What follows belongs to an exercise in optimizing a design on an open flow for small area; a production flow would make more cautious choices. RTL that was checked went through simulation tests only; none was proved equivalent to the original. No functional check of the RTL was part of run 3. Power figures rest on the tool's default switching activity, not on a simulated workload.

==> design/flow/design.v <==
module dcsg #(parameter CLK = 3579545)
	(clk, reset, wr, data, sound_out);
input clk, reset, wr;
input [7:0] data;
output [15:0] sound_out;
localparam DCSG_CLK = 3579545;
localparam DCSG_DIV = (CLK + DCSG_CLK / 8) / (DCSG_CLK / 4);  
reg [6:0] freq_u[0:3];
reg [3:0] freq_l[0:3], att_n[0:3];
reg [2:0] last;
reg [1:0] nf;
reg fb;
integer k;
always @(posedge clk)
	if (reset) begin
		last <= 0;
		nf <= 0;
		fb <= 0;
		for (k = 0; k < 4; k = k + 1) begin
			freq_u[k] <= 0;
			freq_l[k] <= 0;
			att_n[k] <= 0;
		end
	end
	else if (wr)
		if (data[7]) begin
			last <= data[6:4];
			if (data[4]) att_n[data[6:5]] <= ~data[3:0];
			else begin
				freq_l[data[6:5]] <= data[3:0];
				if (&data[6:5]) { fb, nf } <= data[2:0];
			end
		end
		else if (~last[0]) freq_u[last[2:1]] <= data[6:0];
reg [10:0] period[0:3];
reg update_period, update_period3;
wire [1:0] period_adr = update_period ? last[2:1] : 2'b11;
wire [2:0] regsel = data[7] ? data[6:4] : last;
always @(posedge clk) begin
	if (reset) begin
		update_period <= 1'b0;
		update_period3 <= 1'b0;
		for (k = 0; k < 4; k = k + 1) period[k] <= 0;
	end
	else begin
	if (update_period) begin
		update_period <= 1'b0;
		period[period_adr] <= { freq_u[last[2:1]], freq_l[last[2:1]] };
	end
	else if (wr & ~&regsel[2:1] & ~regsel[0])
		update_period <= 1'b1;
	if (~update_period & update_period3) begin
		update_period3 <= 1'b0;
		period[period_adr] <= &nf ? { freq_u[2'b10], freq_l[2'b10], 1'b0 } : 11'h20 << nf;
	end
	else if (wr & (regsel[2] & (regsel[1] | &nf) & ~regsel[0]))
		update_period3 <= 1'b1;
	end
end
function [12:0] tbl;
input [3:0] l;
	case (l)
		4'hf: tbl = 13'h1fff;
		4'he: tbl = 13'h196a;
		4'hd: tbl = 13'h1430;
		4'hc: tbl = 13'h1009;
		4'hb: tbl = 13'h0cbc;
		4'ha: tbl = 13'h0a1e;
		4'h9: tbl = 13'h0809;
		4'h8: tbl = 13'h0662;
		4'h7: tbl = 13'h0512;
		4'h6: tbl = 13'h0407;
		4'h5: tbl = 13'h0333;
		4'h4: tbl = 13'h028a;
		4'h3: tbl = 13'h0204;
		4'h2: tbl = 13'h019a;
		4'h1: tbl = 13'h0146;
		4'h0: tbl = 13'h0000;
	endcase
endfunction
reg [5:0] divcnt;
reg out[0:3];
reg [15:0] acc, sound_out;
reg [1:0] i;
reg [10:0] count[0:3];
wire [10:0] count_next = count[i] - 1'b1;
wire trig = ~|count_next;
wire [12:0] level = tbl(att_n[i]);
wire [15:0] acc_d = out[i] ? acc + level : acc - level;
reg [14:0] lfsr;
always @(posedge clk)
	if (reset) begin
		divcnt <= 0;
		acc <= 0;
		sound_out <= 0;
		i <= 0;
		lfsr <= 15'b1;
		for (k = 0; k < 4; k = k + 1) begin
			count[k] <= 0;
			out[k] <= 0;
		end
	end
	else if (|divcnt) divcnt <= divcnt - 1'b1;
	else begin
		divcnt <= DCSG_DIV - 1;
		count[i] <= trig ? period[i] : count_next;
		if (trig) out[i] <= &i ? lfsr[14] : ~out[i];
		if (wr & regsel == 3'b110) lfsr <= 15'b1;
		else if (trig & &i)
			lfsr <= { lfsr[13:0], lfsr[14] ^ lfsr[13] & fb };
		acc <= &i ? 0 : acc_d;
		if (&i) sound_out <= acc_d;
		i <= i + 1;
	end
endmodule
==> design/flow/run.sh <==
#!/bin/bash
# synth_recipe.tcl (not shown) runs the flow's synth.tcl, then flattens the netlist and writes it again
# the make line also repeats each setting of config.mk as NAME=value (left out here)
make -C /OpenROAD-flow-scripts/flow DESIGN_CONFIG=/design/flow/config.mk WORK_HOME=/design/flow/orfs CLKGATE_MAP_FILE= SYNTH_SCRIPT=/design/flow/synth_recipe.tcl finish
==> design/flow/config.mk <==
export PLATFORM = sky130hd
export DESIGN_NAME = dcsg
export DESIGN_NICKNAME = dcsg
export VERILOG_FILES = /design/flow/design.v
export SDC_FILE = /design/flow/constraint.sdc
export NUM_CORES = 4
export LEC_CHECK = 0
export CAP_MARGIN = 20
export CORE_MARGIN = 2
export CORE_UTILIZATION = 40
export SLEW_MARGIN = 20
==> design/flow/constraint.sdc <==
create_clock -name core_clock -period 5.0 [get_ports {clk}]
set_input_delay 1.0000 -clock core_clock [delete_from_list [all_inputs] [get_ports {clk}]]
set_output_delay 1.0000 -clock core_clock [all_outputs]
set_load 0.01 [all_outputs]
==> impl_metrics.py, run 1 <==
metrics = {
    "status": {
        "status": "no timing/DRC/antenna violations",
    },
    "critical_path": {
        "crit_end": "sound_out[14]$_SDFFE_PP0P_",
        "worstPathMaxFanout": 7,
        "cpPeakStageDelay_ns": 0.61,
        "cp_cell_sequence": "mux4_2, ha_1, mux2_2, mux2i_1, and3_1, nor4bb_1, a21oi_1, xor2_1, ha_1, nand2_1, nor2_1, a22oi_1, a31o_2, o21ai_0, xor2_1, nand2_1, a21oi_1",
        "cp_slowest_cell": "mux4_2",
        "arrival_ns": 5.02,
        "cp.depth": 17,
        "reg2reg_to": "sound_out[14]$_SDFFE_PP0P_",
        "rrSetupSlack_ns": 0.42,
        "cp-end-kind": "flop",
        "critPathKind": "flop to flop",
        "start_kind": "flop",
        "path_buf_inv": 0,
        "required_ns": 5.43,
        "cp_top_family": "multiplexers",
        "r2r_cells": 17,
    },
    "sta": {
        "min_period_ns": 4.58,
        "final.setup.tns_ns": 0,
        "setup_viol": 0,
        "max_freq_ghz": 0.218,
        "fin_crit_sh_pct": 91.7,
        "maxSlewViolCount": 0,
        "hold_violations": 0,
        "worst_slew_pin_slew_ns": 0.817,
        "relSlewSlack_pct": 45.5,
        "rsz0062_at_grt": "false",
        "holdWs_ns": 0.452,
        "skew_ns": 0.0280,
    },
    "synthesis": {
        "yosys.area.top_type": "edfxtp_1",
        "synth_xor_area_share_pct": 3.16,
        "yosys_most_used_dff": "edfxtp_1",
        "syn_avg_cell_area_um2": 11.3,
        "ys_seq_area_share_pct": 54.7,
        "synth-adder-area-share_pct": 3.66,
        "ys_types": 59,
        "synth_compound_area_share_pct": 9.26,
        "ys_warn_count": 1,
        "synth_commonest_cells": "edfxtp_1 (152), nor2_1 (143), dfxtp_1 (67), nand2_1 (67), a21oi_1 (45)",
        "synthCells": 954,
        "async_flop_share_pct": 0,
        "yosys.area_share.simple_pct": 16.9,
        "muxShareOfSynthArea_pct": 9.34,
        "synth_most_common_cell": "edfxtp_1",
        "synth-seq-cells": 219,
        "synth_area_leaders": "edfxtp_1 (42%), dfxtp_1 (12%), mux4_2 (7.7%)",
        "synth_top_family_by_area": "simple AND/OR/NAND/NOR gates",
        "netlist_area_um2": 10800,
        "synth.top_cell.area_share_pct": 42.3,
        "synth_edf_count": 152,
    },
    "final_layout": {
        "drive_gt1_share_pct": 11.7,
        "fin_util_pct": 45.7,
        "layout.nets": 1013,
        "n_antenna_cell": 0,
        "design_area_um2": 12200,
        "syn_to_final_growth_pct": 13.2,
    },
    "cts": {
        "cts_buffer_depth": 3,
        "cts_tree": "yes",
        "clock-sinks": 219,
        "clockRootBuffer": "clkbuf_16",
        "clk_latency_ns": 0.52,
        "htree_levels": 1,
        "cts.reportedPaths.clkPinSlew_ns": 0.06,
        "numCtsBuffers": 24,
    },
    "place": {
        "place_congestion": 0.862,
        "hpwl_um": 15300,
        "placedInstanceArea_um2": 11400,
        "io_buffer_count": 26,
    },
    "job": {
        "maxCapViolCount": 0,
    },
    "die": {
        "ios": 27,
        "die_x_um": 168,
        "die_area_um2": 28300,
        "start_util_pct": 40.4,
        "fp.dieH_um": 168,
        "core_um2": 26700,
        "rows": 60,
    },
    "global_routing": {
        "grt.total_usage_pct": 16.4,
        "grt.overflow.total": 0,
        "antenna_found_initial": 0,
        "grt_max_degree": 82,
        "grt_pass1_wl_um": 37300,
        "grt_pass1_vias": 7124,
    },
    "detailed_routing": {
        "detail-route-antenna-nets": 0,
        "viasPerCell": 5.24,
        "drtIter0Drc": 343,
        "vias": 6965,
        "dr.pass1.iters": 5,
        "drcViolationCount": 0,
        "post_drt_wl_per_cell_um": 17.1,
        "postRouteWirelength_um": 22700,
    },
    "pwr": {
        "ir_drop_mv": 0.323,
        "power.leakage_nw": 4.50,
        "powerDensity_nw_per_um2": 516,
        "total_power_mw": 6.30,
    },
    "worst_hold_path": {
        "hold_path.class": "flop to flop",
    },
}
-- report_power, final --
| group | switching, mW | internal (mW) |
|---|---|---|
| clock | 0.718 | 1.05 |
| combinational | 1.36 | 0.965 |
| sequential | 0.0876 | 2.12 |
-- timing repair --
action / 4_1_cts / 5_1_grt
gates resized for setup: 0 / 3
setup buffers: 0 / 1
hold buffers: 0 / 0
setup endpoints to repair: 0 / 3
-- cell usage in the layout, fill, tap and decap left out, types with 3 or more instances in the layout --
master             n
nand2b_1          35
nand3_1           11
nor3b_1            5
and2_1            43
mux2_2             4
or3_1              9
and3_1            18
nor3_1             9
mux2i_1           12
clkdlybuf4s50_1   25
a22oi_1            3
o21ai_0           23
a211oi_1           4
o31ai_1            4
buf_4             16
xnor2_1           25
edfxtp_1         152
nor2b_1            6
clkbuf_16         26
dfxtp_1           66
o32ai_1            3
a21o_1             6
a22o_1            15
clkbuf_1           5
nand2_1           67
clkbuf_8           7
or2_2             10
mux4_2            37
xor2_1            14
o21bai_1          11
inv_1             31
o22ai_1           15
a31oi_1           10
a21oi_1           45
nand3b_1           5
nor2_1           142
ha_1              30
nor4_1             3
-- cells by family after synthesis --
| logic type | Yosys count |
|---|---|
| simple gates | 373 |
| flops | 219 |
| buf+inv | 83 |
| compound gates | 155 |
| fa+ha+maj | 31 |
| xor+xnor | 39 |
| mux | 54 |
-- area by class of cell --
| cell class | count | area (um^2) |
|---|---|---|
| Clock buffer | 38 | 766 |
| Timing Repair Buffer | 42 | 375 |
| Tap cell | 341 | 427 |
| Clock inverter | 6 | 46.3 |
| Inverter | 32 | 120 |
| Fill cell | 2442 | 14500 |
| Sequential cell | 219 | 5910 |
| Multi-Input combinational cell | 652 | 4580 |
-- routing by layer --
metal,up-vias,part of all wire (%),GRT usage [%]
li1,3482,-,-
met1,3343,46,21.8
met2,108,49,28.4
met3,32,3.5,2.28
met4,0,1.7,3.86
met5,-,0,0
-- worst min-delay path, cell delays in order, from the launching register on --
cell     delay [ns]
dfxtp_1        0.31
nand2_1        0.05
a21oi_1        0.05
-- how the worst min path moves through the flow --
| stage | from | endpoint | cells past startpoint |
|---|---|---|---|
| global placement | sound_out[13]$_SDFFE_PP0P_ | sound_out[13]$_SDFFE_PP0P_ | 2 |
| detailed placement | sound_out[11]$_SDFFE_PP0P_ | sound_out[11]$_SDFFE_PP0P_ | 2 |
| global route | sound_out[10]$_SDFFE_PP0P_ | sound_out[10]$_SDFFE_PP0P_ | 2 |
| CTS | sound_out[11]$_SDFFE_PP0P_ | sound_out[11]$_SDFFE_PP0P_ | 2 |
| floorplan | acc[2]$_SDFFE_PP0P_ | acc[2]$_SDFFE_PP0P_ | 2 |
| finish | sound_out[11]$_SDFFE_PP0P_ | sound_out[11]$_SDFFE_PP0P_ | 2 |
-- registers in the layout, indices dropped and copies added (netlist names), named ones only --
| register | cells |
|---|---|
| count | 44 |
| period | 44 |
| freq_u | 28 |
| acc | 16 |
| att_n | 16 |
| freq_l | 16 |
| sound_out | 16 |
| lfsr | 15 |
| divcnt | 6 |
| out | 4 |
| last | 3 |
| i | 2 |
| nf | 2 |
| fb | 1 |
| update_period | 1 |
| update_period3 | 1 |
-- through the flow --
step / setup slack, ns / instances
after floorplan: 0.570 / 954
after global placement: 0.455 / 1285
after detailed placement: 0.381 / 1285
after CTS: 0.384 / 1329
after global routing: 0.00423 / 1330
final: 0.416 / 1330
==> run 2, diff against run 1 <==
==> design/flow/design.v (replaced) <==
module dcsg #(parameter CLK = 3579545)
	(clk, reset, wr, data, sound_out);
input clk, reset, wr;
input [7:0] data;
output [15:0] sound_out;
reg [2:0] last;
reg fb;
reg [3:0] att_n[0:3];
wire [2:0] regsel = data[7] ? data[6:4] : last;
integer k;
always @(posedge clk)
	if (reset) begin
		last <= 0;
		fb <= 0;
		for (k = 0; k < 4; k = k + 1) att_n[k] <= 0;
	end
	else if (wr & data[7]) begin
		last <= data[6:4];
		if (data[4]) att_n[data[6:5]] <= ~data[3:0];
		else if (&data[6:5]) fb <= data[2];
	end
reg [1:0] divcnt, i;
wire step = ~|divcnt;
always @(posedge clk)
	if (reset) begin
		divcnt <= 0;
		i <= 0;
	end
	else begin
		divcnt <= divcnt - 1'b1;
		if (step) i <= i + 1'b1;
	end
reg pv, plo;
reg [6:0] pd;
reg [10:0] period[0:2];
reg [1:0] nf;
reg z;
wire pnoise = &last[2:1];
wire pdefer = last[2] & ~last[1] & (divcnt == 2'd1) & (&i);
always @(posedge clk)
	if (reset) pv <= 0;
	else if (wr) pv <= ~regsel[0] & (data[7] | ~&regsel[2:1]);
	else if (~pdefer) pv <= 0;
always @(posedge clk)
	if (wr) begin
		plo <= data[7];
		pd <= data[6:0];
	end
always @(posedge clk)
	if (reset) begin
		nf <= 0;
		z <= 1;
		for (k = 0; k < 3; k = k + 1) period[k] <= 0;
	end
	else if (pv & ~pdefer)
		if (pnoise) begin
			nf <= pd[1:0];
			z <= 0;
		end
		else if (plo) period[last[2:1]][3:0] <= pd[3:0];
		else period[last[2:1]][10:4] <= pd;
wire [10:0] period3 = z ? 11'h000 : &nf ? { period[2][9:0], 1'b0 } : 11'h20 << nf;
wire [10:0] period_i = &i ? period3 : period[i];
function [12:0] tbl;
input [3:0] l;
	case (l)
		4'hf: tbl = 13'h1fff;
		4'he: tbl = 13'h196a;
		4'hd: tbl = 13'h1430;
		4'hc: tbl = 13'h1009;
		4'hb: tbl = 13'h0cbc;
		4'ha: tbl = 13'h0a1e;
		4'h9: tbl = 13'h0809;
		4'h8: tbl = 13'h0662;
		4'h7: tbl = 13'h0512;
		4'h6: tbl = 13'h0407;
		4'h5: tbl = 13'h0333;
		4'h4: tbl = 13'h028a;
		4'h3: tbl = 13'h0204;
		4'h2: tbl = 13'h019a;
		4'h1: tbl = 13'h0146;
		4'h0: tbl = 13'h0000;
	endcase
endfunction
reg [14:0] lfsr;
reg [11:0] ch[0:3];
reg fr;
wire [11:0] cur = fr ? 12'h000 : ch[0];
wire [10:0] count_next = cur[10:0] - 1'b1;
wire trig = ~|count_next;
wire out = cur[11];
wire [11:0] nxt = { trig ? (&i ? lfsr[14] : ~out) : out, trig ? period_i : count_next };
reg [15:0] acc, sound_out;
wire [12:0] level = tbl(att_n[i]);
wire [15:0] acc_b = |i ? acc : 16'h0000;
wire [15:0] acc_d = out ? acc_b + level : acc_b - level;
always @(posedge clk)
	if (step) begin
		ch[0] <= ch[1];
		ch[1] <= ch[2];
		ch[2] <= ch[3];
		ch[3] <= nxt;
		acc <= acc_d;
	end
always @(posedge clk)
	if (reset) begin
		fr <= 1;
		sound_out <= 0;
		lfsr <= 15'b1;
	end
	else if (step) begin
		if (&i) begin
			fr <= 0;
			sound_out <= acc_d;
		end
		if (wr & regsel == 3'b110) lfsr <= 15'b1;
		else if (trig & &i)
			lfsr <= { lfsr[13:0], lfsr[14] ^ lfsr[13] & fb };
	end
endmodule
==> run 2 against run 1 <==
Still clean on timing, DRC and antenna. Sequential power is 16% lower. Sequential cell count decreased by 41. Clock power down 21%. Synthesized cell count fell by 23%. First-iteration DRC count grew 11%. Clock-buffer cell count is 21 lower. Combinational power is 45% lower. Critical path depth increased by 2. Via count is 18% lower. Final cell count shrank 20%. Critical path type unchanged. Largest cell class unchanged.
==> impl_metrics.py, run 2 <==
metrics = {
    "cts": {
        "clockRootBuffer": "clkbuf_16",
        "ctsHoldBuffers": 0,
        "cts.reportedPaths.clkPinSlew_ns": 0.07,
        "clk_latency_ns": 0.44,
        "clock-sinks": 178,
        "htree_levels": 4,
        "cts_buffer_depth": 2,
        "cts_tree": "yes",
        "numCtsBuffers": 17,
    },
    "critical_path": {
        "required_ns": 5.33,
        "cp_top_family": "compound AO/OA/AOI/OAI gates",
        "cpPeakStageDelay_ns": 0.57,
        "critPathKind": "flop to flop",
        "cp_slowest_cell": "mux4_2",
        "path_buf_inv": 1,
        "worstPathMaxFanout": 6,
        "cp.depth": 19,
        "cp_cell_sequence": "mux4_2, inv_1, ha_1, or3_1, nand2_1, ha_1, nand4_1, or2_2, nand2_1, xor2_1, ha_1, a21oi_1, o21bai_1, a21oi_1, o21a_1, o31a_1, o21ai_0, xnor3_1, o21ba_1",
        "r2r_cells": 19,
        "cp-end-kind": "flop",
        "reg2reg_to": "sound_out[15]$_SDFFE_PP0P_",
        "crit_end": "sound_out[15]$_SDFFE_PP0P_",
        "crit_path_frequent_cell": "ha_1",
        "rrSetupSlack_ns": 0.29,
        "arrival_ns": 5.04,
        "start_kind": "flop",
    },
    "synthesis": {
        "synthCells": 738,
        "syn_avg_cell_area_um2": 11.7,
        "yosys_most_used_dff": "edfxtp_1",
        "ys_types": 70,
        "synth_most_common_cell": "edfxtp_1",
        "synth_area_leaders": "edfxtp_1 (46%), dfxtp_1 (11%), mux4_2 (4.4%)",
        "ys_seq_area_share_pct": 56.5,
        "ys_warn_count": 2,
        "synth_edf_count": 132,
        "synth.top_cell.area_share_pct": 45.8,
        "synth-seq-cells": 178,
        "netlist_area_um2": 8650,
        "synth_commonest_cells": "edfxtp_1 (132), nand2_1 (61), nor2_1 (56), a21oi_1 (50), dfxtp_1 (46)",
        "async_flop_share_pct": 0,
        "yosys.area.top_type": "edfxtp_1",
    },
    "final_layout": {
        "final_common_cell": "edfxtp_1",
        "reg_top3": "ch x48, period x44",
        "drive_gt1_share_pct": 10.8,
        "syn_to_final_growth_pct": 14.6,
        "n_antenna_cell": 0,
        "fin_util_pct": 47.0,
        "top_register": "ch",
        "mostFrequentLayoutCells": "edfxtp_1 (132), nand2_1 (61), nor2_1 (56)",
        "largest_reg_flops": 48,
        "design_area_um2": 9910,
        "layout.nets": 822,
    },
    "sta": {
        "min_period_ns": 4.71,
        "relSlewSlack_pct": 38.7,
        "setup_viol": 0,
        "hold_violations": 0,
        "worst_slew_pin_slew_ns": 0.919,
        "max_freq_ghz": 0.212,
        "fin_crit_sh_pct": 94.2,
        "skew_ns": 0.00953,
        "holdWs_ns": 0.417,
        "maxSlewViolCount": 0,
    },
    "worst_hold_path": {
        "hold_path.startpoint": "ch[3][6]$_DFFE_PP_",
        "hold_path.class": "flop to flop",
    },
    "global_routing": {
        "grt_pass1_vias": 5612,
        "grt_pass1_wl_um": 29000,
        "antenna_found_initial": 0,
        "grt.total_usage_pct": 16.7,
        "grt.overflow.total": 0,
        "grt_max_degree": 68,
    },
    "place": {
        "placedInstanceArea_um2": 9230,
        "hpwl_um": 12300,
        "place_congestion": 0.870,
        "io_buffer_count": 26,
    },
    "detailed_routing": {
        "viasPerCell": 5.34,
        "vias": 5700,
        "dr.pass1.iters": 5,
        "drcViolationCount": 0,
        "post_drt_wl_per_cell_um": 16.6,
        "drtIter0Drc": 380,
        "postRouteWirelength_um": 17700,
        "detail-route-antenna-nets": 0,
    },
    "job": {
        "maxCapViolCount": 0,
    },
    "die": {
        "die_x_um": 151,
        "core_um2": 21100,
        "die_area_um2": 22800,
        "start_util_pct": 41.0,
        "rows": 53,
        "ios": 27,
        "fp.dieH_um": 151,
    },
    "pwr": {
        "ir_drop_mv": 0.243,
        "powerDensity_nw_per_um2": 455,
        "power.leakage_nw": 3.53,
    },
    "status": {
        "status": "no timing/DRC/antenna violations",
    },
}
## run 2: changes by cell type after synthesis, sizes merged, moves of 14 or more
cell	before	now
nor2	143	56
dfxtp	67	46
edfxtp	152	132
mux4	37	17
nor2b	6	25
clkbuf	41	24
and3	18	2
nand2b	35	19
a22o	15	0
o22ai	15	1
## run 2: through the flow
step	setup TNS [ns]	power, mW	setup WS [ns]	cells
6_report	0	4.51	0.291	1068
5_1_grt	-0.00793	4.77	-0.00793	1068
4_1_cts	0	4.52	0.216	1061
3_5_place_dp	0	3.13	0.219	1029
3_3_place_gp	0	3.09	0.364	1029
2_1_floorplan	0	2.84	0.344	748
## run 2: where the power goes
group	total (mW)	internal (mW)	switching, mW
combinational	1.28	0.567	0.713
clock	1.39	0.759	0.627
sequential	1.85	1.79	0.0553
## run 2: per-layer routing
| layer | vias to the layer above | GRT usage (%) | share of wire [%] |
|---|---|---|---|
| li1 | 2761 | - | - |
| met1 | 2799 | 23.2 | 47 |
| met2 | 128 | 26.4 | 48 |
| met3 | 12 | 3.55 | 3.8 |
| met4 | 0 | 4.63 | 0.90 |
| met5 | - | 0 | 0 |
## run 2: cells by family (layout without fill, tap and decap cells)
logic type / after synthesis / in the layout / synth area share, %
AND/OR/NAND/NOR: 264 / 264 / 15.5
flip-flops: 178 / 178 / 56.5
AO/OA/AOI/OAI: 143 / 143 / 10.6
buffers and inverters: 55 / 100 / 2.68
multiplexers: 37 / 37 / 6.99
adder cells (fa/ha/maj): 31 / 31 / 4.57
XOR/XNOR: 29 / 29 / 3.10
other: 1 / 11 / 0.0434
## run 2: worst min path at each step
| stage | endpoint | slack (ns) | cells after the start |
|---|---|---|---|
| after floorplan | ch[0][0]$_DFFE_PP_ | 0.40 | 0 |
| after global routing | ch[2][6]$_DFFE_PP_ | 0.42 | 0 |
| final | ch[2][6]$_DFFE_PP_ | 0.42 | 0 |
| after detailed placement | ch[2][8]$_DFFE_PP_ | 0.40 | 0 |
| after CTS | ch[2][6]$_DFFE_PP_ | 0.42 | 0 |
| after global placement | ch[1][1]$_DFFE_PP_ | 0.40 | 0 |
## run 2: layout make-up
cell class,instances,area [um^2]
Fill cell,1914,11200
Sequential cell,178,4880
Multi-Input combinational cell,515,3580
Clock buffer,17,425
Timing Repair Buffer,44,390
Tap cell,275,344
Clock inverter,15,194
Inverter,24,90.1
## run 2: worst register-to-register path: cells and delay by family, from the launching register on
kind,cells,cell delay (ns)
AO/OA/AOI/OAI,7,1.08
AND/OR/NAND/NOR,5,1.05
adder cells (fa/ha/maj),3,0.82
multiplexers,1,0.57
XOR/XNOR,2,0.54
flip-flops,1,0.40
buffers and inverters,1,0.15
## run 2: timing repair
item | CTS | global route
setup buffers | 0 | 7
endpoints found under the setup margin | 0 | 7
resized for setup | 0 | 2
==> run 3, diff against run 2 <==
--- a/design/flow/design.v
+++ b/design/flow/design.v
@@ -32,7 +32,7 @@
 	end
 reg pv, plo;
 reg [6:0] pd;
-reg [10:0] period[0:2];
+reg [10:0] p0, p1, p2;
 reg [1:0] nf;
 reg z;
 wire pnoise = &last[2:1];
@@ -50,17 +50,25 @@
 	if (reset) begin
 		nf <= 0;
 		z <= 1;
-		for (k = 0; k < 3; k = k + 1) period[k] <= 0;
+		p0 <= 0;
+		p1 <= 0;
+		p2 <= 0;
 	end
 	else if (pv & ~pdefer)
 		if (pnoise) begin
 			nf <= pd[1:0];
 			z <= 0;
 		end
-		else if (plo) period[last[2:1]][3:0] <= pd[3:0];
-		else period[last[2:1]][10:4] <= pd;
-wire [10:0] period3 = z ? 11'h000 : &nf ? { period[2][9:0], 1'b0 } : 11'h20 << nf;
-wire [10:0] period_i = &i ? period3 : period[i];
+		else case ({ last[2:1], plo })
+			3'b000: p0[10:4] <= pd;
+			3'b001: p0[3:0] <= pd[3:0];
+			3'b010: p1[10:4] <= pd;
+			3'b011: p1[3:0] <= pd[3:0];
+			3'b100: p2[10:4] <= pd;
+			3'b101: p2[3:0] <= pd[3:0];
+		endcase
+wire [10:0] period3 = z ? 11'h000 : &nf ? { p2[9:0], 1'b0 } : 11'h20 << nf;
+wire [10:0] period_i = i[1] ? (i[0] ? period3 : p2) : (i[0] ? p1 : p0);
 function [12:0] tbl;
 input [3:0] l;
 	case (l)
@@ -83,38 +91,44 @@
 	endcase
 endfunction
 reg [14:0] lfsr;
-reg [11:0] ch[0:3];
-reg fr;
-wire [11:0] cur = fr ? 12'h000 : ch[0];
-wire [10:0] count_next = cur[10:0] - 1'b1;
-wire trig = ~|count_next;
-wire out = cur[11];
-wire [11:0] nxt = { trig ? (&i ? lfsr[14] : ~out) : out, trig ? period_i : count_next };
+reg [2:0] r[0:15];
+reg bw, fr;
+wire fr0 = fr & ~|i;
+wire [2:0] din = fr ? 3'b000 : r[15];
+wire bin = step | bw;
+wire [2:0] dsub = din - { 2'b00, bin };
+wire [2:0] dout = ~|divcnt[1:0] | divcnt[1] ? dsub : { din[2], dsub[1:0] };
+wire out = ~fr0 & r[0][2];
+wire trig = ~fr0 & ~|{ r[0][1:0], r[1], r[2], r[3] };
+wire load = step & (trig | fr0);
+wire [11:0] nxt = { ~fr0 & (&i ? lfsr[14] : ~out), period_i | {11{fr0}} };
+always @(posedge clk) begin
+	bw <= bin & ~|din;
+	r[0] <= dout;
+	r[1] <= load ? nxt[11:9] : r[0];
+	r[2] <= load ? nxt[8:6] : r[1];
+	r[3] <= load ? nxt[5:3] : r[2];
+	r[4] <= load ? nxt[2:0] : r[3];
+	for (k = 5; k < 16; k = k + 1) r[k] <= r[k - 1];
+end
 reg [15:0] acc, sound_out;
 wire [12:0] level = tbl(att_n[i]);
 wire [15:0] acc_b = |i ? acc : 16'h0000;
-wire [15:0] acc_d = out ? acc_b + level : acc_b - level;
+wire sub = step & ~out;
+wire [15:0] acc_d = acc_b + ({ 3'b000, step ? level : 13'h0000 } ^ {16{sub}}) + { 15'd0, sub };
 always @(posedge clk)
-	if (step) begin
-		ch[0] <= ch[1];
-		ch[1] <= ch[2];
-		ch[2] <= ch[3];
-		ch[3] <= nxt;
-		acc <= acc_d;
-	end
+	acc <= acc_d;
 always @(posedge clk)
 	if (reset) begin
 		fr <= 1;
 		sound_out <= 0;
 		lfsr <= 15'b1;
 	end
-	else if (step) begin
-		if (&i) begin
-			fr <= 0;
-			sound_out <= acc_d;
-		end
-		if (wr & regsel == 3'b110) lfsr <= 15'b1;
-		else if (trig & &i)
+	else begin
+		if ((divcnt == 2'd1) & (&i)) fr <= 0;
+		if (step & (&i)) sound_out <= acc_d;
+		if (step & wr & regsel == 3'b110) lfsr <= 15'b1;
+		else if (step & trig & (&i))
 			lfsr <= { lfsr[13:0], lfsr[14] ^ lfsr[13] & fb };
 	end
 endmodule
--- a/design/flow/config.mk
+++ b/design/flow/config.mk
@@ -5,7 +5,9 @@
 export SDC_FILE = /design/flow/constraint.sdc
 export NUM_CORES = 4
 export LEC_CHECK = 0
+export ABC_AREA = 1
 export CAP_MARGIN = 20
 export CORE_MARGIN = 2
-export CORE_UTILIZATION = 40
+export CORE_UTILIZATION = 60
+export CTS_BUF_LIST = sky130_fd_sc_hd__clkbuf_8
 export SLEW_MARGIN = 20
==> run 3 against run 2 <==
Sequential cell count fell by 10. First-iteration DRC count grew 22%. Setup slack better by 0.32 ns. Combinational power down 24%. Sequential share of layout area is 4.5 points lower. Final cell count is 1.1% lower. Largest power group unchanged.
==> impl_metrics.py, run 3 <==
metrics = {
    "status": {
        "status": "no timing/DRC/antenna violations",
    },
    "die": {
        "fp.dieH_um": 114,
        "ios": 27,
        "die_x_um": 114,
        "rows": 40,
        "start_util_pct": 61.0,
        "core_um2": 11900,
        "die_area_um2": 13000,
    },
    "synthesis": {
        "ys_seq_area_share_pct": 49.6,
        "ys_warn_count": 2,
        "yosys.area.top_type": "dfxtp_1",
        "synth.top_cell.area_share_pct": 39.7,
        "netlist_area_um2": 7260,
        "async_flop_share_pct": 0,
        "synth_commonest_cells": "dfxtp_1 (144), nand2_1 (116), inv_1 (114), nor2_1 (104), o21ai_0 (92)",
        "synth_most_common_cell": "dfxtp_1",
        "synthCells": 876,
        "synth_edf_count": 24,
        "synth_area_leaders": "dfxtp_1 (40%), edfxtp_1 (9.9%), o21ai_0 (6.3%)",
        "ys_types": 52,
        "synth-seq-cells": 168,
        "syn_avg_cell_area_um2": 8.29,
        "yosys_most_used_dff": "dfxtp_1",
    },
    "sta": {
        "rsz0062_at_grt": "false",
        "fin_crit_sh_pct": 87.8,
        "maxSlewViolCount": 0,
        "worst_slew_pin_slew_ns": 0.660,
        "skew_ns": 0.0122,
        "setup_slack_ns": 0.608,
        "hold_violations": 0,
        "final.setup.tns_ns": 0,
        "max_freq_ghz": 0.228,
        "min_period_ns": 4.39,
        "setup_viol": 0,
        "relSlewSlack_pct": 56.0,
    },
    "global_routing": {
        "grt_pass1_wl_um": 24800,
        "antenna_found_initial": 0,
        "grt_pass1_vias": 5377,
        "grt.total_usage_pct": 23.9,
        "grt.overflow.total": 0,
        "grt_max_degree": 41,
    },
    "critical_path": {
        "r2r_cells": 20,
        "rrSetupSlack_ns": 0.61,
        "arrival_ns": 4.75,
        "worstReg2RegStart": "i[0]$_SDFFE_PP0P_",
        "start_kind": "flop",
        "critPathKind": "flop to flop",
        "cp-end-kind": "flop",
        "required_ns": 5.36,
        "worstPathMaxFanout": 26,
        "reg2reg_to": "sound_out[14]$_SDFFE_PP0P_",
    },
    "final_layout": {
        "syn_to_final_growth_pct": 10.8,
        "largest_reg_flops": 48,
        "final_common_cell": "dfxtp_1",
        "drive_gt1_share_pct": 8.14,
        "layout.nets": 935,
        "top_register": "r",
        "n_antenna_cell": 0,
        "mostFrequentLayoutCells": "dfxtp_1 (144), nand2_1 (116), inv_1 (114)",
    },
    "place": {
        "io_buffer_count": 26,
        "hpwl_um": 10700,
        "post-place-ws_ns": 0.630,
        "place_congestion": 0.912,
    },
    "cts": {
        "clock-sinks": 168,
        "numCtsBuffers": 17,
        "cts_resized": 0,
        "clockRootBuffer": "clkbuf_8",
        "cts.reportedPaths.clkPinSlew_ns": 0.10,
        "htree_levels": 4,
        "ctsHoldBuffers": 0,
        "cts_buffer_depth": 2,
        "cts_tree": "yes",
        "post_cts_buffers": 0,
        "clk_latency_ns": 0.45,
    },
    "job": {
        "maxCapViolCount": 0,
    },
    "detailed_routing": {
        "wl_met3_um": 794,
        "route.met2.wl_um": 6800,
        "vias": 5728,
        "drt-met1-wl_um": 6940,
        "post_drt_wl_per_cell_um": 13.9,
        "detail-route-antenna-nets": 0,
        "viasPerCell": 5.42,
        "top_layer_used": "met4",
        "drtIter0Drc": 463,
        "dr.pass1.iters": 5,
        "postRouteWirelength_um": 14700,
        "drcViolationCount": 0,
    },
    "worst_hold_path": {
        "holdPathStages": 0,
        "hold_path.startpoint": "r[4][0]$_DFF_P_",
        "hold_path.class": "flop to flop",
        "min_delay_worst_endpoint": "r[5][0]$_DFF_P_",
    },
    "pwr": {
        "ir_drop_mv": 0.237,
        "power.leakage_nw": 3.42,
        "powerDensity_nw_per_um2": 460,
    },
}
run 3: cell types whose count changed after synthesis, sizes merged, moves of 17 or more:
cell	delta
edfxtp	-108
dfxtp	+98
inv	+96
nand2	+73
o21ai	+71
nor2	+49
and2	-37
a21oi	+33
nor2b	-25
nand2b	-19
mux4	-17
run 3: critical path, cell delays in order, from the launching register on:
cell	delay [ns]
dfxtp_1	0.51
inv_2	0.25
ha_1	0.46
nand2_1	0.39
nand2_1	0.29
nand2_2	0.27
clkinv_1	0.29
nand2_1	0.13
o21ai_0	0.12
ha_1	0.40
a21oi_1	0.18
o21ai_0	0.09
o21bai_1	0.18
a21oi_1	0.23
o21ai_1	0.12
nand2_1	0.09
nand2_1	0.05
nand2_1	0.07
nand3_1	0.06
nand2_1	0.08
inv_1	0.04
run 3: cell families (layout without fill, tap and decap cells):
| group | count (synthesis) | after routing | share of synthesized area, % |
|---|---|---|---|
| compound gates | 227 | 227 | 17.6 |
| xor+xnor | 18 | 18 | 2.27 |
| fa+ha+maj | 28 | 28 | 4.93 |
| buf+inv | 149 | 182 | 8.08 |
| flops | 168 | 168 | 49.6 |
| mux | 1 | 1 | 0.138 |
| simple gates | 285 | 285 | 17.3 |
run 3: where the power goes:
group / switching, mW / internal (mW) / leakage (nW)
clock network: 0.529 / 0.517 / 0.222
logic: 0.629 / 0.342 / 1.78
registers: 0.0846 / 1.60 / 1.42
total: 1.24 / 2.46 / 3.42
run 3: worst max path at each step:
stage	from	endpoint	slack, ns	depth (start not counted)
3_3_place_gp	i[0]$_SDFFE_PP0P_	sound_out[14]$_SDFFE_PP0P_	0.76	19
3_5_place_dp	i[0]$_SDFFE_PP0P_	sound_out[14]$_SDFFE_PP0P_	0.63	19
4_1_cts	i[0]$_SDFFE_PP0P_	sound_out[14]$_SDFFE_PP0P_	0.62	19
6_report	i[0]$_SDFFE_PP0P_	sound_out[14]$_SDFFE_PP0P_	0.61	20
2_1_floorplan	i[0]$_SDFFE_PP0P_	sound_out[14]$_SDFFE_PP0P_	1.62	21
5_1_grt	i[0]$_SDFFE_PP0P_	sound_out[14]$_SDFFE_PP0P_	0.12	19
run 3: layer usage:
layer  track usage [%]  vias to the layer above
li1                  -                     2928
met1              31.9                     2621
met4              7.72                        0
met2              38.5                      158
met5                 0                        -
met3              5.53                       21
run 3: cell type report:
type	count	area, um^2
Fill cell	1005	3860
Clock buffer	17	234
Multi-Input combinational cell	559	3070
Sequential cell	168	3600
Tap cell	147	184
Timing Repair Buffer	29	283
Inverter	121	464
Clock inverter	15	209
run 3: stage by stage:
step	power, mW	hold slack (ns)	area [um^2]	std cells	utilization, %
final	3.70	0.333	8050	1056	67.6
after global routing	3.93	0.339	8050	1056	67.6
after CTS	3.72	0.334	8050	1056	67.6
after detailed placement	2.68	0.312	7610	1024	63.9
after global placement	2.65	0.310	7610	1024	63.9
after floorplan	2.44	0.310	7260	876	-
==> run 4, diff against run 3 <==
--- a/design/flow/design.v
+++ b/design/flow/design.v
@@ -27,8 +27,8 @@
 		i <= 0;
 	end
 	else begin
-		divcnt <= divcnt - 1'b1;
-		if (step) i <= i + 1'b1;
+		divcnt <= { divcnt[1] ^ ~divcnt[0], ~divcnt[0] };
+		if (step) i <= { i[1] ^ i[0], ~i[0] };
 	end
 reg pv, plo;
 reg [6:0] pd;
@@ -96,14 +96,16 @@
 wire fr0 = fr & ~|i;
 wire [2:0] din = fr ? 3'b000 : r[15];
 wire bin = step | bw;
-wire [2:0] dsub = din - { 2'b00, bin };
+wire bw1 = bin & ~din[0];
+wire bw2 = bw1 & ~din[1];
+wire [2:0] dsub = { din[2] ^ bw2, din[1] ^ bw1, din[0] ^ bin };
 wire [2:0] dout = ~|divcnt[1:0] | divcnt[1] ? dsub : { din[2], dsub[1:0] };
 wire out = ~fr0 & r[0][2];
 wire trig = ~fr0 & ~|{ r[0][1:0], r[1], r[2], r[3] };
 wire load = step & (trig | fr0);
 wire [11:0] nxt = { ~fr0 & (&i ? lfsr[14] : ~out), period_i | {11{fr0}} };
 always @(posedge clk) begin
-	bw <= bin & ~|din;
+	bw <= bw2 & ~din[2];
 	r[0] <= dout;
 	r[1] <= load ? nxt[11:9] : r[0];
 	r[2] <= load ? nxt[8:6] : r[1];
@@ -115,7 +117,15 @@
 wire [12:0] level = tbl(att_n[i]);
 wire [15:0] acc_b = |i ? acc : 16'h0000;
 wire sub = step & ~out;
-wire [15:0] acc_d = acc_b + ({ 3'b000, step ? level : 13'h0000 } ^ {16{sub}}) + { 15'd0, sub };
+wire [15:0] acc_y = { 3'b000, step ? level : 13'h0000 } ^ {16{sub}};
+wire [16:0] acc_c;
+wire [15:0] acc_d;
+assign acc_c[0] = sub;
+genvar b;
+generate for (b = 0; b < 16; b = b + 1) begin : add
+	assign acc_d[b] = acc_b[b] ^ acc_y[b] ^ acc_c[b];
+	assign acc_c[b + 1] = acc_b[b] & acc_y[b] | acc_c[b] & (acc_b[b] ^ acc_y[b]);
+end endgenerate
 always @(posedge clk)
 	acc <= acc_d;
 always @(posedge clk)
--- a/design/flow/config.mk
+++ b/design/flow/config.mk
@@ -5,7 +5,6 @@
 export SDC_FILE = /design/flow/constraint.sdc
 export NUM_CORES = 4
 export LEC_CHECK = 0
-export ABC_AREA = 1
 export CAP_MARGIN = 20
 export CORE_MARGIN = 2
 export CORE_UTILIZATION = 60
==> run 4 against run 3 <==
Power shrank 4.8%. Via count shrank 21%. Largest power group unchanged. Highest routed layer unchanged. Critical path depth grew 6. Now fails the layout checks on negative setup slack. Critical path type unchanged. Fmax shrank 39%. Sequential share of layout area grew 0.95 points. Wire length shrank 12%. Global-route usage shrank 0.14 points. Synthesized cell count shrank 28%. Area after synthesis shrank 7.2%.
==> impl_metrics.py, run 4 <==
metrics = {
    "pwr": {
        "power.leakage_nw": 3.17,
        "powerDensity_nw_per_um2": 447,
        "total_power_mw": 3.53,
        "ir_drop_mv": 0.364,
    },
    "die": {
        "start_util_pct": 61.9,
        "die_area_um2": 12100,
        "die_x_um": 110,
        "fp.dieH_um": 110,
        "rows": 38,
        "core_um2": 10900,
        "ios": 27,
    },
    "synthesis": {
        "synth_most_common_cell": "dfxtp_1",
        "ys_types": 60,
        "yosys.area.top_type": "dfxtp_1",
        "synth_edf_count": 24,
        "synth_commonest_cells": "dfxtp_1 (144), nor2_1 (104), mux2i_1 (71), nand2_1 (33), inv_1 (29)",
        "synth-seq-cells": 168,
        "netlist_area_um2": 6740,
        "synthCells": 629,
        "syn_avg_cell_area_um2": 10.7,
        "synth_area_leaders": "dfxtp_1 (43%), edfxtp_1 (11%), mux2i_1 (11%)",
        "async_flop_share_pct": 0,
        "ys_warn_count": 2,
        "synth.top_cell.area_share_pct": 42.8,
        "yosys_most_used_dff": "dfxtp_1",
        "ys_seq_area_share_pct": 53.5,
    },
    "final_layout": {
        "largest_reg_flops": 48,
        "fin_util_pct": 72.5,
        "finish.cell_count_without_fillers": 838,
        "multiInputGateArea_um2": 2970,
        "n_antenna_cell": 0,
        "mostFrequentLayoutCells": "dfxtp_1 (143), nor2_1 (104), mux2i_1 (71)",
        "seq_area_um2": 3610,
        "design_area_um2": 7890,
        "layout.nets": 723,
        "syn_to_final_growth_pct": 17.1,
        "final_common_cell": "dfxtp_1",
        "drive_gt1_share_pct": 17.8,
        "n_fill_cell": 816,
        "top_register": "r",
    },
    "cts": {
        "cts.reportedPaths.clkPinSlew_ns": 0.09,
        "cts_tree": "yes",
        "htree_levels": 4,
        "clk_latency_ns": 0.44,
        "clock-sinks": 168,
        "ctsHoldBuffers": 0,
        "clockRootBuffer": "clkbuf_8",
        "post_cts_buffers": 0,
        "cts_buffer_depth": 2,
        "numCtsBuffers": 17,
    },
    "status": {
        "status": "finished with violations",
        "violations": "negative setup slack",
    },
    "critical_path": {
        "start_kind": "flop",
        "cp-end-kind": "flop",
        "worstPathMaxFanout": 3,
        "crit_path_frequent_cell": "fa_2",
        "cp_slowest_cell": "mux4_2",
        "arrival_ns": 7.53,
        "cpPeakStageDelay_ns": 0.52,
        "required_ns": 5.29,
        "critPathKind": "flop to flop",
    },
    "sta": {
        "skew_ns": 0.0126,
        "worst_slew_pin_slew_ns": 0.966,
        "fin_crit_sh_pct": 145,
        "setup_slack_ns": -2.24,
        "setup_viol": 14,
        "final.setup.tns_ns": -17.51,
        "maxSlewViolCount": 0,
        "relSlewSlack_pct": 35.6,
        "hold_violations": 0,
        "max_freq_ghz": 0.138,
        "rsz0062_at_grt": "true",
        "min_period_ns": 7.24,
    },
    "global_routing": {
        "grt.overflow.total": 0,
        "grt_pass1_vias": 4537,
        "antenna_found_initial": 0,
        "grt_max_degree": 70,
        "grt_pass1_wl_um": 21800,
        "grt.total_usage_pct": 23.7,
    },
    "detailed_routing": {
        "viasPerCell": 5.37,
        "detail-route-antenna-nets": 0,
        "postRouteWirelength_um": 12900,
        "drcViolationCount": 0,
        "route.met2.wl_um": 6010,
        "drtIter0Drc": 265,
        "top_layer_used": "met4",
        "vias": 4502,
        "dr.pass1.iters": 4,
        "drt-met1-wl_um": 6240,
        "wl_met3_um": 438,
        "post_drt_wl_per_cell_um": 15.4,
    },
    "place": {
        "hpwl_um": 8970,
        "place_congestion": 0.815,
        "placedInstanceArea_um2": 7440,
        "place_inst": 806,
        "io_buffer_count": 26,
    },
    "worst_hold_path": {
        "hold_path.class": "flop to flop",
    },
    "job": {
        "maxCapViolCount": 0,
    },
}
## run 4: critical path: cells and delay by family (launching register included)
family                   cells  cell delay (ns)
AND/OR/NAND/NOR              1             0.05
adder cells (fa/ha/maj)     15             4.99
AO/OA/AOI/OAI                2             0.27
XOR/XNOR                     3             0.48
buffers and inverters        3             0.21
flip-flops                   1             0.38
multiplexers                 2             0.71
## run 4: per-stage QoR
step	hold slack (ns)	worst slack [ns]
2_1_floorplan	0.310	-2.20
3_3_place_gp	0.311	-2.19
3_5_place_dp	0.312	-2.31
4_1_cts	0.334	-2.26
5_1_grt	0.337	-2.48
6_report	0.328	-2.24
## run 4: timing repair
item                                    in CTS  in global routing
pin swaps                                    3                  1
endpoints found under the setup margin      14                 16
gates resized for setup                      1                  2
## run 4: final timing paths
path	cells after the start	endpoint	startpoint	slack, ns
setup / recovery	26	sound_out[15]$_SDFFE_PP0P_	flop	-2.24
hold / removal	0	r[8][2]$_DFF_P_	r[7][2]$_DFF_P_	0.33
setup reg to reg	26	sound_out[15]$_SDFFE_PP0P_	flop	-2.24
hold reg to reg	0	r[8][2]$_DFF_P_	r[7][2]$_DFF_P_	0.33
## run 4: cells by family after synthesis
family / Yosys count / synth area share, %
AND/OR/NAND/NOR: 198 / 13.8
flip-flops: 168 / 53.5
AO/OA/AOI/OAI: 85 / 8.39
multiplexers: 79 / 12.8
buffers and inverters: 64 / 3.92
adder cells (fa/ha/maj): 27 / 6.57
XOR/XNOR: 8 / 1.04
## run 4: cell type report
class                   count  share of cell area, %
clock buffers              18                   3.14
clock inverters            14                   2.36
inverters                  30                   1.46
multi-input cells         397                   37.6
flip-flops and latches    168                   45.7
well taps                 140                   2.22
repair buffers             71                   7.52
## run 4: report_power, final
part,internal [mW],total [mW],switching (mW)
clock network,0.522,1.03,0.513
logic,0.384,0.797,0.413
registers,1.61,1.70,0.0816
## run 4: layer usage
layer / GRT usage (%) / vias up
li1: - / 2271
met1: 31.3 / 2127
met2: 38.4 / 86
met3: 5.11 / 18
met4: 9.13 / 0
met5: 0 / -
==> run 5, diff against run 4 <==
==> design/flow/config.mk (replaced) <==
export PLATFORM = sky130hd
export DESIGN_NAME = dcsg
export DESIGN_NICKNAME = dcsg
export VERILOG_FILES = /design/flow/design.v
export SDC_FILE = /design/flow/constraint.sdc
export NUM_CORES = 4
export LEC_CHECK = 0
export CAP_MARGIN = 0
export CORE_MARGIN = 2
export CORE_UTILIZATION = 60
export CTS_BUF_LIST = sky130_fd_sc_hd__clkbuf_4 sky130_fd_sc_hd__clkbuf_8
export SLEW_MARGIN = 0
==> run 5 against run 4 <==
First-iteration DRC count fell by 11%. Power barely moved. The layout still fails its checks (negative setup slack). Fmax barely moved. Final area fell by 0.11%. Clock skew barely moved. Critical endpoint unchanged. Worst hold slack barely moved. Die area did not move. Setup slack improved by 0.0015 ns. Non-clock buffer count did not move. Via count rose by 0.56%. Area after synthesis did not move.
==> impl_metrics.py, run 5 <==
metrics = {
    "sta": {
        "rsz0062_at_grt": "true",
        "holdWs_ns": 0.328,
        "skew_ns": 0.0125,
        "worst_slew_pin_slew_ns": 1.16,
        "maxSlewViolCount": 0,
        "fin_crit_sh_pct": 145,
        "setup_viol": 14,
        "setup_slack_ns": -2.23,
        "hold_violations": 0,
        "relSlewSlack_pct": 22.4,
        "max_freq_ghz": 0.138,
        "min_period_ns": 7.23,
    },
    "cts": {
        "clock-sinks": 168,
        "cts_tree": "yes",
        "htree_levels": 4,
        "clk_latency_ns": 0.44,
        "numCtsBuffers": 17,
        "cts.reportedPaths.clkPinSlew_ns": 0.09,
        "cts_buffer_depth": 2,
        "clockRootBuffer": "clkbuf_8",
    },
    "die": {
        "die_area_um2": 12100,
        "start_util_pct": 61.9,
        "ios": 27,
        "core_um2": 10900,
        "fp.dieH_um": 110,
        "rows": 38,
        "die_x_um": 110,
    },
    "global_routing": {
        "grt_pass1_wl_um": 21800,
        "antenna_found_initial": 0,
        "grt.total_usage_pct": 23.7,
        "grt_pass1_vias": 4537,
        "grt.overflow.total": 0,
        "grt_max_degree": 70,
    },
    "critical_path": {
        "arrival_ns": 7.53,
        "required_ns": 5.29,
        "worstPathMaxFanout": 3,
        "critPathKind": "flop to flop",
        "start_kind": "flop",
        "cp-end-kind": "flop",
    },
    "synthesis": {
        "synth.top_cell.area_share_pct": 42.8,
        "ys_seq_area_share_pct": 53.5,
        "syn_avg_cell_area_um2": 10.7,
        "synth-seq-cells": 168,
        "netlist_area_um2": 6740,
        "ys_warn_count": 2,
        "async_flop_share_pct": 0,
        "synthCells": 629,
        "yosys.area.top_type": "dfxtp_1",
        "synth_commonest_cells": "dfxtp_1 (144), nor2_1 (104), mux2i_1 (71), nand2_1 (33), inv_1 (29)",
        "synth_most_common_cell": "dfxtp_1",
        "synth_area_leaders": "dfxtp_1 (43%), edfxtp_1 (11%), mux2i_1 (11%)",
        "ys_types": 60,
        "synth_edf_count": 24,
        "yosys_most_used_dff": "dfxtp_1",
    },
    "final_layout": {
        "largest_reg_flops": 48,
        "finish.cell_count_without_fillers": 838,
        "drive_gt1_share_pct": 17.8,
        "syn_to_final_growth_pct": 16.9,
        "mostFrequentLayoutCells": "dfxtp_1 (143), nor2_1 (104), mux2i_1 (71)",
        "top_register": "r",
        "design_area_um2": 7880,
        "layout.nets": 723,
        "final_common_cell": "dfxtp_1",
        "n_antenna_cell": 0,
    },
    "place": {
        "post-place-ws_ns": -2.31,
        "place_inst": 806,
        "placedInstanceArea_um2": 7440,
        "place_congestion": 0.815,
        "hpwl_um": 8970,
        "io_buffer_count": 26,
    },
    "detailed_routing": {
        "drcViolationCount": 0,
        "detail-route-antenna-nets": 0,
        "postRouteWirelength_um": 12900,
        "viasPerCell": 5.40,
        "post_drt_wl_per_cell_um": 15.4,
        "drtIter0Drc": 235,
        "dr.pass1.iters": 4,
        "vias": 4527,
    },
    "job": {
        "maxCapViolCount": 0,
    },
    "pwr": {
        "power.leakage_nw": 3.17,
        "ir_drop_mv": 0.364,
        "total_power_mw": 3.53,
        "powerDensity_nw_per_um2": 448,
    },
    "status": {
        "violations": "negative setup slack",
        "status": "finished with violations",
    },
    "worst_hold_path": {
        "hold_path.class": "flop to flop",
    },
}
[run 5: logic make-up (layout without fill, tap and decap cells)]
kind of cell,Yosys count,count (layout),synth area share (%)
adders and majority gates,27,27,6.57
DFF,168,168,53.5
xor gates and xnor gates,8,8,1.04
muxes,79,79,12.8
buffers and inverters,64,133,3.92
AOI/OAI and AO/OA,85,85,8.39
and+or+nand+nor,198,198,13.8
[run 5: final timing paths]
path | from | to | slack, ns | depth (start not counted)
worst max register to register | flop | sound_out[15]$_SDFFE_PP0P_ | -2.23 | 26
worst min register to register | r[7][2]$_DFF_P_ | r[8][2]$_DFF_P_ | 0.33 | 0
worst max-delay path | flop | sound_out[15]$_SDFFE_PP0P_ | -2.23 | 26
worst min-delay path | r[7][2]$_DFF_P_ | r[8][2]$_DFF_P_ | 0.33 | 0
[run 5: critical path, stage by stage (launching register included)]
cell	delay (ns)
dfxtp_4	0.38
mux4_2	0.52
inv_2	0.10
ha_4	0.22
xnor2_2	0.14
o21ai_2	0.17
mux2_4	0.19
nand2_4	0.05
fa_2	0.33
fa_2	0.36
fa_2	0.35
fa_2	0.36
fa_2	0.35
fa_2	0.35
fa_2	0.34
fa_2	0.34
inv_2	0.06
fa_1	0.15
inv_1	0.05
fa_2	0.34
fa_2	0.37
fa_2	0.37
fa_2	0.40
fa_2	0.36
xnor2_2	0.14
xnor2_1	0.19
a211oi_1	0.10
[run 5: layout make-up]
| cell class | count | area, um^2 |
|---|---|---|
| multi-input combinational | 397 | 2960 |
| inverter | 30 | 115 |
| tap | 140 | 175 |
| clock buffer | 18 | 248 |
| fill | 816 | 3010 |
| sequential | 168 | 3610 |
| timing repair buffer | 71 | 593 |
| clock inverter | 14 | 186 |
[run 5: where the power goes]
part	internal, mW	total (mW)	switching [mW]
clock network	0.522	1.04	0.513
registers	1.61	1.70	0.0813
logic	0.384	0.797	0.413
[run 5: routing by layer]
layer,up-vias,track usage [%],share of wire [%],wire length (um)
met4,0,9.13,1.7,217
met3,20,5.11,3.8,484
met1,2159,31.3,49,6270
li1,2263,-,-,-
met5,-,0,0,0
met2,85,38.4,46,5930
[run 5: stage by stage]
stage	utilization, %	TNS (ns)
after global routing	72.4	-20.33
after CTS	72.3	-17.82
after global placement	68.3	-16.89
final	72.4	-17.50
after floorplan	-	-17.26
after detailed placement	68.3	-17.91
[run 5: what timing repair did]
item,4_1_cts,5_1_grt
resized for setup,1,2
endpoints found under the setup margin,14,16
setup buffers,0,0
endpoints found under the hold margin,0,0
hold buffers,0,0
pin swaps,3,1
==> run 6, diff against run 5 <==
--- a/design/flow/design.v
+++ b/design/flow/design.v
@@ -8,17 +8,20 @@
 reg [3:0] att_n[0:3];
 wire [2:0] regsel = data[7] ? data[6:4] : last;
 integer k;
+wire [3:0] att_d = ~data[3:0] & {4{~reset}};
+wire att_w = wr & data[7] & data[4];
 always @(posedge clk)
 	if (reset) begin
 		last <= 0;
 		fb <= 0;
-		for (k = 0; k < 4; k = k + 1) att_n[k] <= 0;
 	end
 	else if (wr & data[7]) begin
 		last <= data[6:4];
-		if (data[4]) att_n[data[6:5]] <= ~data[3:0];
-		else if (&data[6:5]) fb <= data[2];
+		if (~data[4] & &data[6:5]) fb <= data[2];
 	end
+always @(posedge clk)
+	for (k = 0; k < 4; k = k + 1)
+		if (reset | att_w & data[6:5] == k) att_n[k] <= att_d;
 reg [1:0] divcnt, i;
 wire step = ~|divcnt;
 always @(posedge clk)
@@ -46,27 +49,26 @@
 		plo <= data[7];
 		pd <= data[6:0];
 	end
+wire apply = pv & ~pdefer;
+wire [6:0] pdr = pd & {7{~reset}};
+wire [2:0] psel = { last[2:1], plo };
 always @(posedge clk)
 	if (reset) begin
 		nf <= 0;
 		z <= 1;
-		p0 <= 0;
-		p1 <= 0;
-		p2 <= 0;
 	end
-	else if (pv & ~pdefer)
-		if (pnoise) begin
-			nf <= pd[1:0];
-			z <= 0;
-		end
-		else case ({ last[2:1], plo })
-			3'b000: p0[10:4] <= pd;
-			3'b001: p0[3:0] <= pd[3:0];
-			3'b010: p1[10:4] <= pd;
-			3'b011: p1[3:0] <= pd[3:0];
-			3'b100: p2[10:4] <= pd;
-			3'b101: p2[3:0] <= pd[3:0];
-		endcase
+	else if (apply & pnoise) begin
+		nf <= pd[1:0];
+		z <= 0;
+	end
+always @(posedge clk) begin
+	if (reset | apply & psel == 3'b000) p0[10:4] <= pdr;
+	if (reset | apply & psel == 3'b001) p0[3:0] <= pdr[3:0];
+	if (reset | apply & psel == 3'b010) p1[10:4] <= pdr;
+	if (reset | apply & psel == 3'b011) p1[3:0] <= pdr[3:0];
+	if (reset | apply & psel == 3'b100) p2[10:4] <= pdr;
+	if (reset | apply & psel == 3'b101) p2[3:0] <= pdr[3:0];
+end
 wire [10:0] period3 = z ? 11'h000 : &nf ? { p2[9:0], 1'b0 } : 11'h20 << nf;
 wire [10:0] period_i = i[1] ? (i[0] ? period3 : p2) : (i[0] ? p1 : p0);
 function [12:0] tbl;
@@ -118,14 +120,7 @@
 wire [15:0] acc_b = |i ? acc : 16'h0000;
 wire sub = step & ~out;
 wire [15:0] acc_y = { 3'b000, step ? level : 13'h0000 } ^ {16{sub}};
-wire [16:0] acc_c;
-wire [15:0] acc_d;
-assign acc_c[0] = sub;
-genvar b;
-generate for (b = 0; b < 16; b = b + 1) begin : add
-	assign acc_d[b] = acc_b[b] ^ acc_y[b] ^ acc_c[b];
-	assign acc_c[b + 1] = acc_b[b] & acc_y[b] | acc_c[b] & (acc_b[b] ^ acc_y[b]);
-end endgenerate
+wire [15:0] acc_d = acc_b + acc_y + { 15'd0, sub };
 always @(posedge clk)
 	acc <= acc_d;
 always @(posedge clk)
==> design/flow/config.mk (replaced) <==
export PLATFORM = sky130hd
export DESIGN_NAME = dcsg
export DESIGN_NICKNAME = dcsg
export VERILOG_FILES = /design/flow/design.v
export SDC_FILE = /design/flow/constraint.sdc
export NUM_CORES = 4
export LEC_CHECK = 0
export CAP_MARGIN = 20
export CORE_MARGIN = 2
export CORE_UTILIZATION = 60
export CTS_BUF_LIST = sky130_fd_sc_hd__clkbuf_8
export SLEW_MARGIN = 20
==> run 6 against run 5 <==
Now clean on timing, DRC and antenna. Sequential cell count shrank 2. Setup slack gained 2.6 ns. First-iteration DRC count grew 54%. Global-route usage shrank 0.61 points. Final area shrank 0.11%. Combinational power grew 25%. Sequential share of layout area grew 3.7 points. Die area grew 4.2%. Clock skew shrank 0.0025 ns. Largest power group unchanged.
==> impl_metrics.py, run 6 <==
metrics = {
    "status": {
        "status": "no timing/DRC/antenna violations",
    },
    "critical_path": {
        "cp_slowest_cell": "dfxtp_1",
        "arrival_ns": 5.03,
        "cpPeakStageDelay_ns": 0.52,
        "start_kind": "flop",
        "crit_path_frequent_cell": "ha_1",
        "cp-end-kind": "flop",
        "critPathKind": "flop to flop",
        "required_ns": 5.35,
        "worstPathMaxFanout": 9,
        "cp_cell_sequence": "inv_1, ha_1, a222oi_1, inv_1, mux2_2, ha_1, a211o_1, o21ai_0, xor2_1, nor2_1, ha_1, a21oi_1, o21bai_1, a21oi_1, o21ba_2, and2_1, o21ai_0, a211o_1",
    },
    "pwr": {
        "power.leakage_nw": 3.01,
        "total_power_mw": 3.83,
        "ir_drop_mv": 0.446,
        "powerDensity_nw_per_um2": 487,
    },
    "cts": {
        "cts_tree": "yes",
        "numCtsBuffers": 17,
        "clock-sinks": 166,
        "cts_buffer_depth": 2,
        "ctsHoldBuffers": 0,
        "cts_resized": 0,
        "clockRootBuffer": "clkbuf_8",
        "cts.reportedPaths.clkPinSlew_ns": 0.09,
        "htree_levels": 4,
        "clk_latency_ns": 0.46,
        "post_cts_buffers": 0,
    },
    "synthesis": {
        "ys_seq_area_share_pct": 55.4,
        "syn_avg_cell_area_um2": 10.3,
        "synth_area_leaders": "dfxtp_1 (31%), edfxtp_1 (24%), ha_1 (5.2%)",
        "netlist_area_um2": 7030,
        "synth-seq-cells": 166,
        "yosys_most_used_dff": "dfxtp_1",
        "synthCells": 684,
        "yosys.area.top_type": "dfxtp_1",
        "async_flop_share_pct": 0,
        "ys_warn_count": 3,
        "synth_most_common_cell": "dfxtp_1",
        "synth.top_cell.area_share_pct": 31.0,
        "synth_edf_count": 57,
        "synth_commonest_cells": "dfxtp_1 (109), nand2_1 (85), edfxtp_1 (57), nor2_1 (54), a21oi_1 (49)",
        "ys_types": 63,
    },
    "sta": {
        "max_freq_ghz": 0.214,
        "skew_ns": 0.0100,
        "fin_crit_sh_pct": 93.5,
        "hold_violations": 0,
        "relSlewSlack_pct": 28.4,
        "worst_slew_pin_slew_ns": 1.06,
        "min_period_ns": 4.68,
        "rsz0062_at_grt": "false",
        "setup_viol": 0,
        "setup_slack_ns": 0.323,
        "maxSlewViolCount": 0,
        "final.setup.tns_ns": 0,
    },
    "detailed_routing": {
        "vias": 4949,
        "drtIter0Drc": 363,
        "drcViolationCount": 0,
        "post_drt_wl_per_cell_um": 16.1,
        "detail-route-antenna-nets": 0,
        "postRouteWirelength_um": 13800,
        "viasPerCell": 5.75,
        "dr.pass1.iters": 4,
    },
    "worst_hold_path": {
        "hold_path.class": "flop to flop",
    },
    "place": {
        "place_congestion": 0.892,
        "post-place-ws_ns": 0.396,
        "io_buffer_count": 26,
        "hpwl_um": 9910,
    },
    "global_routing": {
        "antenna_found_initial": 0,
        "grt.total_usage_pct": 23.1,
        "grt_max_degree": 41,
        "grt.overflow.total": 0,
        "grt_pass1_wl_um": 22900,
        "grt_pass1_vias": 4750,
    },
    "die": {
        "fp.dieH_um": 112,
        "core_um2": 11400,
        "die_x_um": 112,
        "ios": 27,
        "start_util_pct": 61.6,
        "die_area_um2": 12600,
        "rows": 39,
    },
    "final_layout": {
        "n_antenna_cell": 0,
        "top_register": "r",
        "syn_to_final_growth_pct": 12.0,
        "final_common_cell": "dfxtp_1",
        "layout.nets": 746,
        "mostFrequentLayoutCells": "dfxtp_1 (109), nand2_1 (85), edfxtp_1 (57)",
        "drive_gt1_share_pct": 7.80,
        "largest_reg_flops": 48,
    },
    "job": {
        "maxCapViolCount": 0,
    },
}
## run 6: cell count changes in the layout (fill, tap and decap cells not counted), moves of 14 or more
cell | before | now
nand2_1 | 32 | 85
nor2b_1 | 4 | 26
ha_1 | 12 | 29
o21ai_0 | 8 | 23
nand2b_1 | 21 | 7
mux2i_1 | 71 | 9
nor2_1 | 104 | 54
edfxtp_1 | 24 | 57
dfxtp_1 | 143 | 109
xnor2_1 | 4 | 19
buf_4 | 45 | 8
a21oi_1 | 26 | 49
nand3_1 | 6 | 20
## run 6: per-stage QoR
step | hold slack [ns] | util, % | cell area [um^2] | std cells
floorplan | 0.310 | - | 7030 | 684
global placement | 0.310 | 64.8 | 7400 | 829
detailed placement | 0.312 | 64.8 | 7400 | 829
CTS | 0.331 | 68.9 | 7870 | 861
global route | 0.338 | 68.9 | 7870 | 861
finish | 0.328 | 68.9 | 7870 | 861
## run 6: where the power goes
group	switching (mW)	total, mW	internal [mW]
logic	0.593	1.00	0.409
clock network	0.488	1.10	0.613
registers	0.0793	1.73	1.65
total	1.16	3.83	2.67
## run 6: worst max-delay path, delay by kind of cell, from the launching register on
kind,cells,cell delay (ns)
DFF,1,0.52
xor gates and xnor gates,1,0.18
muxes,1,0.30
and+or+nand+nor,2,0.24
adders and majority gates,3,0.99
AOI/OAI and AO/OA,9,2.15
buffers and inverters,2,0.17
## run 6: final timing paths
check	endpoint	depth (start not counted)	slack (ns)	start
max	sound_out[14]$_SDFFE_PP0P_	18	0.32	i[0]$_SDFFE_PP0P_
min	r[6][0]$_DFF_P_	0	0.33	r[5][0]$_DFF_P_
max reg2reg	sound_out[14]$_SDFFE_PP0P_	18	0.32	i[0]$_SDFFE_PP0P_
min reg2reg	r[6][0]$_DFF_P_	0	0.33	r[5][0]$_DFF_P_
## run 6: final cells by class
class / instances / area [um^2]
clock buffers: 18 / 248
inverters: 23 / 86.3
fillers: 887 / 3550
repair buffers: 34 / 320
clock inverters: 14 / 221
multi-input cells: 463 / 2920
well taps: 143 / 179
flip-flops and latches: 166 / 3890
## run 6: kinds of logic (layout without fill, tap and decap cells)
logic type	count (synthesis)	in the layout	synth area share, %
multiplexers	20	20	3.20
flip-flops	166	166	55.4
AND/OR/NAND/NOR	238	238	15.9
buffers and inverters	55	89	3.04
XOR/XNOR	26	26	3.24
adder cells (fa/ha/maj)	30	30	5.44
AO/OA/AOI/OAI	149	149	13.8
## run 6: layer usage
metal	GRT usage, %	up-vias	share of wire (%)
met5	0	-	0
met4	10.4	0	1.7
met3	4.91	19	4.6
met2	37.2	132	47
met1	30.3	2327	47
li1	-	2471	-

==> port drivers added, routing unchanged <==
No port has a modelled driver above. Below, the same layouts with a new extraction and two added sets of constraints. Step 1, drivers: a clkbuf_16 drives clk and a buf_2 each remaining input, both assumed. Step 2 adds t to the input delays and takes it off the output delays; t is the mean of the earliest and latest rising clock arrival at the registers after step 1. Input paths then give back, and output paths get back, about the clock's delay inside the block. Three values: no drivers, after step 1, after step 2; two values: the first two.
| run | t, ns | setup WS [ns] | clock arrival spread, ns | worst register clock-pin slew, ns | worst slew at a driven data input, ns |
|---|---|---|---|---|---|
| run 1 | 0.558 | 0.416 / 0.416 / 0.416 | 0.029 / 0.028 | 0.06 / 0.06 | 0.03 |
| run 2 | 0.470 | 0.291 / 0.291 / 0.291 | 0.012 / 0.013 | 0.07 / 0.07 | 0.04 |
| run 3 | 0.479 | 0.608 / 0.608 / 0.608 | 0.012 / 0.012 | 0.10 / 0.10 | 0.03 |
| run 4 | 0.477 | -2.236 / -2.236 / -2.236 | 0.013 / 0.014 | 0.09 / 0.09 | 0.04 |
| run 5 | 0.477 | -2.235 / -2.235 / -2.235 | 0.014 / 0.014 | 0.09 / 0.09 | 0.04 |
| run 6 | 0.490 | 0.323 / 0.323 / 0.323 | 0.010 / 0.010 | 0.09 / 0.09 | 0.04 |
